Context: an optimization exercise on an open-source flow, tuned for small area. The choices shown serve that exercise and are no tape-out recipe.
The RTL was checked by simulation tests, not by an equivalence proof against the original design.
The clock port is modelled as an ideal driver; clocking choices that lean on that would not hold on a real chip.
Power and IR drop assume default switching activity.

== lane 1 ==
==> flow/design.v <==
module bcd_to_7seg(
    input  [3:0] bcd,
    output [6:0] seg
);
    wire A = bcd[3], B = bcd[2], C = bcd[1], D = bcd[0];
    assign seg[6] = ~A & ~C & (B ^ D);                   
    assign seg[5] = B & (C ^ D);                         
    assign seg[4] = ~B & C & ~D;                         
    assign seg[3] = (~A & ~B & ~C & D) | (B & ~(C ^ D));  
    assign seg[2] = D | (B & ~C);                        
    assign seg[1] = (~A & ~B & (C | D)) | (C & D);       
    assign seg[0] = (~A & ~B & ~C) | (B & C & D);        
endmodule
module transmitter (
    input  wire i_clk,
    input  wire i_rst,
    input  wire i_tx_ena_n,
    output reg  o_serial
);
    reg [9:0] cnt;
    reg       cy;      
    reg       bw;      
    reg [3:0] st;
    wire done = (st == 4'd11);
    wire busy = (st != 4'd0) && !done;
    wire load = !busy && !i_tx_ena_n;
    always @(posedge i_clk) begin
        if (i_rst) begin
            cnt      <= 10'd0;
            cy       <= 1'b0;
            bw       <= 1'b0;
            st       <= 4'd0;
            o_serial <= 1'b0;
        end else if (load) begin
            cy <= 1'b1;
            bw <= done;
            st <= 4'd1;
        end else if (busy) begin
            o_serial <= cnt[0] ^ bw;
            bw       <= bw & ~cnt[0];
            cnt      <= {cnt[0] ^ cy, cnt[9:1]};
            cy       <= cy & cnt[0];
            st       <= (st == 4'd10) ? 4'd11 : st + 4'd1;
        end else begin
            st <= 4'd0;
        end
    end
endmodule
module receiver (
    input  wire       i_clk,
    input  wire       i_rst,
    input  wire       i_serial,
    input  wire [8:0] i_pattern,
    output reg        o_hit
);
    reg [8:0] shift_reg;
    always @(posedge i_clk) begin
        if (i_rst) begin
            shift_reg <= 9'd0;
            o_hit     <= 1'b0;
        end else begin
            shift_reg <= {i_serial, shift_reg[8:1]};
            o_hit     <= (shift_reg == i_pattern);
        end
    end
endmodule
module one_sec_timer(
    input  wire i_clk,
    input  wire i_rst,
    output wire o_sec_pulse
);
    reg [13:0] s;
    wire fb = ~(s[13] ^ s[10] ^ s[9] ^ s[8]);
    assign o_sec_pulse = ~s[0] & ~s[1] & ~s[2] & ~s[3] & s[4] & ~s[6] &
                         s[7] & s[8] & ~s[9] & ~s[10] & ~s[11];
    always @(posedge i_clk) begin
        if (i_rst)
            s <= 14'd0;
        else if (o_sec_pulse)
            s <= 14'd1;
        else
            s <= {s[12:0], fb};
    end
endmodule
module hit_counter(
    input  wire        i_clk,
    input  wire        i_rst,
    input  wire        i_hit,
    input  wire        i_sec_pulse,
    output reg  [15:0] o_hit_count
);
    wire c0 = i_hit;
    wire c1 = c0 & (o_hit_count[3:0]   == 4'd9);
    wire c2 = c1 & (o_hit_count[7:4]   == 4'd9);
    wire c3 = c2 & (o_hit_count[11:8]  == 4'd9);
    function [3:0] inc10(input [3:0] d);
        inc10 = (d == 4'd9) ? 4'd0 : d + 4'd1;
    endfunction
    always @(posedge i_clk) begin
        if (i_rst || i_sec_pulse) begin
            o_hit_count <= 16'd0;
        end else begin
            if (c0) o_hit_count[3:0]   <= inc10(o_hit_count[3:0]);
            if (c1) o_hit_count[7:4]   <= inc10(o_hit_count[7:4]);
            if (c2) o_hit_count[11:8]  <= inc10(o_hit_count[11:8]);
            if (c3) o_hit_count[15:12] <= inc10(o_hit_count[15:12]);
        end
    end
endmodule
module top_happy_birthday #(
    parameter integer NumDig = 4
)(
    input  wire                   i_clk,
    input  wire                   i_rst,
    input  wire                   i_tx_ena_n,
    input  wire  [8:0]            i_pattern,
    output wire  [NumDig*7-1 : 0] o_hit_count,
    output wire                   o_hit_count_valid
);
    wire        serial_wire;
    wire        hit_pulse;
    wire        sec_pulse;
    wire [15:0] hit_count_bcd;
    reg  [15:0] hit_count_latched;
    transmitter hb_tx (
        .i_clk      (i_clk),
        .i_rst      (i_rst),
        .i_tx_ena_n (i_tx_ena_n),
        .o_serial   (serial_wire)
    );
    receiver hb_rx (
        .i_clk    (i_clk),
        .i_rst    (i_rst),
        .i_serial (serial_wire),
        .i_pattern(i_pattern),
        .o_hit    (hit_pulse)
    );
    one_sec_timer hb_timer (
        .i_clk       (i_clk),
        .i_rst       (i_rst),
        .o_sec_pulse (sec_pulse)
    );
    hit_counter hb_hit_counter (
        .i_clk       (i_clk),
        .i_rst       (i_rst),
        .i_hit       (hit_pulse),
        .i_sec_pulse (sec_pulse),
        .o_hit_count (hit_count_bcd)
    );
    always @(posedge i_clk) begin
        if (i_rst)
            hit_count_latched <= 16'd0;
        else if (sec_pulse)
            hit_count_latched <= hit_count_bcd;
    end
    wire [6:0] seg0, seg1, seg2, seg3;
    bcd_to_7seg u0 (.bcd(hit_count_latched[3:0]),   .seg(seg0));
    bcd_to_7seg u1 (.bcd(hit_count_latched[7:4]),   .seg(seg1));
    bcd_to_7seg u2 (.bcd(hit_count_latched[11:8]),  .seg(seg2));
    bcd_to_7seg u3 (.bcd(hit_count_latched[15:12]), .seg(seg3));
    assign o_hit_count = {seg3, seg2, seg1, seg0};
    assign o_hit_count_valid = sec_pulse;
endmodule
export LEC_CHECK = 0
export CAP_MARGIN = 20
export CORE_MARGIN = 2
export CORE_UTILIZATION = 40
export SLEW_MARGIN = 20
create_clock -name core_clock -period 13.0 [get_ports {i_clk}]
standard.sh (not shown) runs the stock make flow with config.mk's settings and CLKGATE_MAP_FILE= SYNTH_SCRIPT=/design/flow/synth_recipe.tcl, a recipe that flattens the netlist after the stock synthesis.
==> flow/flow/run.sh <==
#!/bin/bash
# Standard ORFS layout, with changes that only affect buffer choice:
#  - the port buffers are sky130 buf_1 cells instead of the default choice;
#  - CTS builds its tree without dummy loads, and post_cts.tcl then downsizes
#    each clock buffer as far as the clock-pin slew allows.
set -euo pipefail
here=$(pwd)
export BUFFER_PORTS_ARGS="-inputs -outputs -buffer_cell sky130_fd_sc_hd__buf_1"
export CTS_ARGS="-sink_clustering_enable -repair_clock_nets -dont_use_dummy_load"
export POST_CTS_TCL=$here/flow/post_cts.tcl
export CLK_SLEW_LIMIT_NS=${CLK_SLEW_LIMIT_NS:-0.075}
bash standard.sh > make_flow.log 2>&1
==> flow/flow/post_cts.tcl <==
set limit $::env(CLK_SLEW_LIMIT_NS)
set sizes {sky130_fd_sc_hd__clkbuf_1 sky130_fd_sc_hd__clkbuf_2 sky130_fd_sc_hd__clkbuf_4 sky130_fd_sc_hd__clkbuf_8 sky130_fd_sc_hd__clkbuf_16}
proc worst_clk_slew {} {
  estimate_parasitics -placement
  set w 0.0
  foreach p [get_pins -of_objects [all_registers] -filter "name==CLK"] {
    set s [get_property $p slew_max]
    if {$s > $w} { set w $s }
  }
  return $w
}
set bufs {}
foreach inst [[ord::get_db_block] getInsts] {
  if {[string match "clkbuf_*_i_clk" [$inst getName]]} { lappend bufs [$inst getName] }
}
# leaves (level > 0) first, then the root
set bufs [lsort -decreasing $bufs]
puts "clock buffers: $bufs; worst clock slew [worst_clk_slew]"
foreach b $bufs {
  set orig [[[ord::get_db_block] findInst $b] getMaster]
  set orig [$orig getName]
  foreach s $sizes {
    if {$s eq $orig} { break }
    replace_cell $b $s
    set w [worst_clk_slew]
    if {$w <= $limit} { puts "$b: $orig -> $s (worst clock slew $w)"; break }
    replace_cell $b $orig
  }
}
puts "worst clock slew after sizing [worst_clk_slew]"
detailed_placement
check_placement -verbose
estimate_parasitics -placement
diff inputs: lane 1 => lane 2
==> flow/flow/run.sh <==
#!/bin/bash
set -euo pipefail
export BUFFER_PORTS_ARGS="-inputs -outputs -buffer_cell sky130_fd_sc_hd__buf_1"
export CTS_ARGS="-sink_clustering_enable -repair_clock_nets -dont_use_dummy_load -buf_list sky130_fd_sc_hd__clkbuf_16 -root_buf sky130_fd_sc_hd__clkbuf_16 -sink_clustering_size 100 -sink_clustering_max_diameter 500"
bash standard.sh > make_flow.log 2>&1
removed: flow/flow/post_cts.tcl
Notes after the runs:
- Lane 2 vs. lane 1: shortest period the worst path allows has decreased; first-pass GRT wire length climbed 1.5%; tap cell instance count held steady; final routed wire length divided by cell count +about 1%; internal power of the cells shows an increase of 20%.
- Higher share of the final layout cell area in sequential cells among lane 2 and lane 1: lane 1
- Lane 2 vs lane 1: power consumed by the clock network up in lane 2
- Of lane 2 and lane 1, the run reporting the lower signed area change from the synthesized netlist to the final layout was lane 1.
- Total routing usage reported by global routing was lower in lane 1 than in lane 2.
The inputs of lane 3 differ from those of lane 2 as listed below.
==> flow/run.sh (new file) <==
#!/bin/bash
# synth_recipe.tcl (not shown) runs the flow's synth.tcl, then flattens the netlist and writes it again
# the make line also repeats each setting of config.mk as NAME=value (left out here)
make -C /OpenROAD-flow-scripts/flow DESIGN_CONFIG=/design/flow/config.mk WORK_HOME=/design/flow/orfs CLKGATE_MAP_FILE= SYNTH_SCRIPT=/design/flow/synth_recipe.tcl finish
removed: flow/flow/run.sh
removed: flow/standard.sh
- Lane 3 vs lane 2 — cell leakage power climbed by a few percent
- From lane 2 to lane 3 the numbers moved as follows: total wire length after detailed routing grew by about 2.8%, combinational power share grew by 0.8 points, final critical-path share of the clock period grew by 3.5 points.
- clkdlybuf4s50_1 as the cell with the largest stage delay on the worst path was reported by lane 3, and dfxtp_1 by lane 2.
- Lower global routing usage summed across all routing layers was reported by lane 2, not lane 3.
- Against lane 2, routed wire length on met3 in lane 3 rose by more than 10%.
- Total design power (lane 3 vs. lane 2) decreases by a few percent
- Compare lane 2 and lane 3 | worst setup slack after layout lower: lane 3

// top_happy_birthday: RTL as listed in full above, without the edits since
==> flow/config.mk <==
export PLATFORM = sky130hd
export DESIGN_NAME = top_happy_birthday
export DESIGN_NICKNAME = top_happy_birthday
export VERILOG_FILES = /design/flow/design.v
export SDC_FILE = /design/flow/constraint.sdc
export NUM_CORES = 4
export LEC_CHECK = 0
export CAP_MARGIN = 20
export CORE_MARGIN = 2
export CORE_UTILIZATION = 40
export SLEW_MARGIN = 20
==> flow/constraint.sdc <==
create_clock -name core_clock -period 13.0 [get_ports {i_clk}]
set_input_delay 2.6000 -clock core_clock [delete_from_list [all_inputs] [get_ports {i_clk}]]
set_output_delay 2.6000 -clock core_clock [all_outputs]
set_load 0.01 [all_outputs]
==> flow/flow/run.sh <==
#!/bin/bash
# Standard ORFS layout, with changes that only affect buffer choice:
#  - the port buffers are sky130 buf_1 cells instead of the default choice;
#  - CTS builds its tree without dummy loads, and post_cts.tcl then downsizes
#    each clock buffer as far as the clock-pin slew allows.
set -euo pipefail
here=$(pwd)
export BUFFER_PORTS_ARGS="-inputs -outputs -buffer_cell sky130_fd_sc_hd__buf_1"
export CTS_ARGS="-sink_clustering_enable -repair_clock_nets -dont_use_dummy_load"
export POST_CTS_TCL=$here/flow/post_cts.tcl
export CLK_SLEW_LIMIT_NS=${CLK_SLEW_LIMIT_NS:-0.115}
bash standard.sh > make_flow.log 2>&1
==> flow/flow/post_cts.tcl <==
set limit $::env(CLK_SLEW_LIMIT_NS)
set sizes {sky130_fd_sc_hd__clkbuf_1 sky130_fd_sc_hd__clkbuf_2 sky130_fd_sc_hd__clkbuf_4 sky130_fd_sc_hd__clkbuf_8 sky130_fd_sc_hd__clkbuf_16}
proc worst_clk_slew {} {
  estimate_parasitics -placement
  set w 0.0
  foreach p [get_pins -of_objects [all_registers] -filter "name==CLK"] {
    set s [get_property $p slew_max]
    if {$s > $w} { set w $s }
  }
  return $w
}
set bufs {}
foreach inst [[ord::get_db_block] getInsts] {
  if {[string match "clkbuf_*_i_clk" [$inst getName]]} { lappend bufs [$inst getName] }
}
# leaves (level > 0) first, then the root
set bufs [lsort -decreasing $bufs]
puts "clock buffers: $bufs; worst clock slew [worst_clk_slew]"
foreach b $bufs {
  set orig [[[ord::get_db_block] findInst $b] getMaster]
  set orig [$orig getName]
  foreach s $sizes {
    if {$s eq $orig} { break }
    replace_cell $b $s
    set w [worst_clk_slew]
    if {$w <= $limit} { puts "$b: $orig -> $s (worst clock slew $w)"; break }
    replace_cell $b $orig
  }
}
puts "worst clock slew after sizing [worst_clk_slew]"
detailed_placement
check_placement -verbose
estimate_parasitics -placement
Rerun with:
==> flow/flow/run.sh (replaced) <==
#!/bin/bash
# Standard ORFS layout, with two changes that only affect buffer choice:
#  - the port buffers are sky130 buf_1 cells instead of the default choice;
#  - CTS builds its tree without dummy load cells.
set -euo pipefail
export BUFFER_PORTS_ARGS="-inputs -outputs -buffer_cell sky130_fd_sc_hd__buf_1"
export CTS_ARGS="-sink_clustering_enable -repair_clock_nets -dont_use_dummy_load"
bash standard.sh > make_flow.log 2>&1
removed: flow/flow/post_cts.tcl
Power rises by roughly a tenth.
Sequential share of layout area goes down by 0.59 points.
Cell count does not change.
Wire length is about the same.

Another version of the RTL of top_happy_birthday (not shown whole).
Size: ~340 cells after synthesis, ~73 flip-flops, about 41 I/O pins, roughly 3000 um^2 of cells after synthesis.
Settings: LEC_CHECK=0, CAP_MARGIN=20, CORE_MARGIN=2, CORE_UTILIZATION=40, SLEW_MARGIN=20; clock period 13.0 ns.
==> flow/flow/run.sh <==
#!/bin/bash
# Standard ORFS layout, with two changes that only affect buffer choice:
#  - the port buffers are sky130 buf_1 cells instead of the default choice;
#  - CTS builds its tree without dummy load cells.
set -euo pipefail
export BUFFER_PORTS_ARGS="-inputs -outputs -buffer_cell sky130_fd_sc_hd__buf_1"
export CTS_ARGS="-sink_clustering_enable -repair_clock_nets -dont_use_dummy_load"
bash standard.sh > make_flow.log 2>&1
The starting point produced a clean layout.
==> next run, changes <==
==> flow/flow/run.sh (replaced) <==
#!/bin/bash
# Standard ORFS layout, with changes that only affect buffer choice:
#  - the port buffers are sky130 buf_1 cells instead of the default choice;
#  - CTS builds its tree without dummy loads, and post_cts.tcl then downsizes
#    each clock buffer as far as the clock-pin slew allows;
#  - after global routing, repair_timing -recover_power downsizes gates that
#    have slack to spare.
set -euo pipefail
here=$(pwd)
export BUFFER_PORTS_ARGS="-inputs -outputs -buffer_cell sky130_fd_sc_hd__buf_1"
export CTS_ARGS="-sink_clustering_enable -repair_clock_nets -dont_use_dummy_load"
export POST_CTS_TCL=$here/flow/post_cts.tcl
export CLK_SLEW_LIMIT_NS=${CLK_SLEW_LIMIT_NS:-0.115}
export RECOVER_POWER=${RECOVER_POWER:-100}
bash standard.sh > make_flow.log 2>&1
==> flow/flow/post_cts.tcl (new file) <==
set limit $::env(CLK_SLEW_LIMIT_NS)
set sizes {sky130_fd_sc_hd__clkbuf_1 sky130_fd_sc_hd__clkbuf_2 sky130_fd_sc_hd__clkbuf_4 sky130_fd_sc_hd__clkbuf_8 sky130_fd_sc_hd__clkbuf_16}
proc worst_clk_slew {} {
  estimate_parasitics -placement
  set w 0.0
  foreach p [get_pins -of_objects [all_registers] -filter "name==CLK"] {
    set s [get_property $p slew_max]
    if {$s > $w} { set w $s }
  }
  return $w
}
set bufs {}
foreach inst [[ord::get_db_block] getInsts] {
  if {[string match "clkbuf_*_i_clk" [$inst getName]]} { lappend bufs [$inst getName] }
}
# leaves (level > 0) first, then the root
set bufs [lsort -decreasing $bufs]
puts "clock buffers: $bufs; worst clock slew [worst_clk_slew]"
foreach b $bufs {
  set orig [[[ord::get_db_block] findInst $b] getMaster]
  set orig [$orig getName]
  foreach s $sizes {
    if {$s eq $orig} { break }
    replace_cell $b $s
    set w [worst_clk_slew]
    if {$w <= $limit} { puts "$b: $orig -> $s (worst clock slew $w)"; break }
    replace_cell $b $orig
  }
}
puts "worst clock slew after sizing [worst_clk_slew]"
detailed_placement
check_placement -verbose
estimate_parasitics -placement
- The new run ran to the end with violations: capacitance limit, slew limit
- total power came out lower by 7.6%
- clock power came out lower by 21%
- cell count stays the same
- via count is about the same
- worst setup slack gets worse by 1.1 ns
- fmax came out lower by 20%
- synthesized cell count stays the same
- worst hold slack gets better by 0.0071 ns
- routed wire length came out higher by 0.40%
- combinational power stays flat
==> next run, changes <==
--- a/flow/flow/run.sh
+++ b/flow/flow/run.sh
@@ -4,6 +4,6 @@
 #  - CTS builds its tree without dummy loads, and post_cts.tcl then downsizes
 #    each clock buffer as far as the clock-pin slew allows;
-#  - after global routing, repair_timing -recover_power downsizes gates that
-#    have slack to spare.
+#  - post_cts.tcl also downsizes logic gates to drive strength 1 (timing has
+#    ample slack).
 set -euo pipefail
 here=$(pwd)
@@ -12,4 +12,4 @@
 export POST_CTS_TCL=$here/flow/post_cts.tcl
 export CLK_SLEW_LIMIT_NS=${CLK_SLEW_LIMIT_NS:-0.115}
-export RECOVER_POWER=${RECOVER_POWER:-100}
+
 bash standard.sh > make_flow.log 2>&1
--- a/flow/flow/post_cts.tcl
+++ b/flow/flow/post_cts.tcl
@@ -32,2 +32,29 @@
 check_placement -verbose
 estimate_parasitics -placement
+
+# Downsize logic gates to drive strength 1 (or 0 where that is the smallest):
+# synthesis maps some gates at higher drive strengths than this design's
+# slack needs. Registers, clock buffers and plain buffers are left alone; the
+# repair_design run after global routing fixes any slew or load this causes.
+set lib_cells {}
+foreach c [get_lib_cells sky130_fd_sc_hd__*] { dict set lib_cells [get_name $c] 1 }
+set downsized 0
+foreach inst [[ord::get_db_block] getInsts] {
+  set m [[$inst getMaster] getName]
+  if {![regexp {^sky130_fd_sc_hd__([a-z0-9]+)_([0-9]+)$} $m -> base size]} { continue }
+  if {[regexp {^(df|sdf|edf|clk|buf|dly|tap|fill|decap|conb|diode)} $base]} { continue }
+  foreach s {0 1} {
+    set cand sky130_fd_sc_hd__${base}_$s
+    if {$s < $size && [dict exists $lib_cells $cand]} {
+      replace_cell [$inst getName] $cand
+      incr downsized
+      break
+    }
+  }
+}
+puts "downsized $downsized gates"
+detailed_placement
+check_placement -verbose
+estimate_parasitics -placement
+report_worst_slack -max
+report_check_types -max_slew -max_capacitance
This time the run passed the timing, DRC and antenna checks. Area after synthesis is unchanged. First-iteration DRC count decreases by 4.2%. Total power barely changes. Routed wire length stays flat. Utilization falls by 0.31 points. Design area is lower by 0.70%. Via count stays flat. Count of clock-buffer cells in the layout is unchanged. Sequential cell count stays the same. Setup slack improves by 0.57 ns.

==> port drivers added, routing unchanged <==
The flow's constraints put no driver on any port. The routed layouts listed below were extracted and timed again, unchanged, in two steps. Step 1: set_driving_cell puts a clkbuf_16 on i_clk and a buf_2 on each other input, an assumption about the parent block. Step 2 also shifts input and output timing later by t, the mid clock arrival at the registers, as if the neighbouring blocks saw the same clock. a / b / c = ideal ports / drivers / drivers and shift; a / b = the first two.
run	t, ns	setup slack, ns	hold slack, ns	worst data-port slew with drivers (ns)
lane 1	0.356	8.793 / 8.765 / 8.679	0.459 / 0.459 / 0.459	0.03
lane 2	0.352	8.806 / 8.772 / 8.680	0.459 / 0.459 / 0.459	0.03
lane 3	0.360	8.353 / 8.326 / 8.579	0.464 / 0.464 / 0.464	0.03
the first run of note 2	0.485	8.645 / 8.619 / 8.682	0.443 / 0.443 / 0.443	0.03
the second run of note 2	0.356	8.793 / 8.765 / 8.679	0.459 / 0.459 / 0.459	0.03
the first run of note 3	0.361	8.669 / 8.641 / 8.547	0.360 / 0.360 / 0.360	0.03
the second run of note 3	0.762	7.608 / 7.580 / 7.185	0.367 / 0.367 / 0.367	0.03
the third run of note 3	0.764	8.182 / 8.155 / 8.260	0.367 / 0.367 / 0.367	0.03
For the second run of note 3, which loses most, drivers alone change the setup slack by -0.028 ns; drivers and shift together by -0.423 ns.
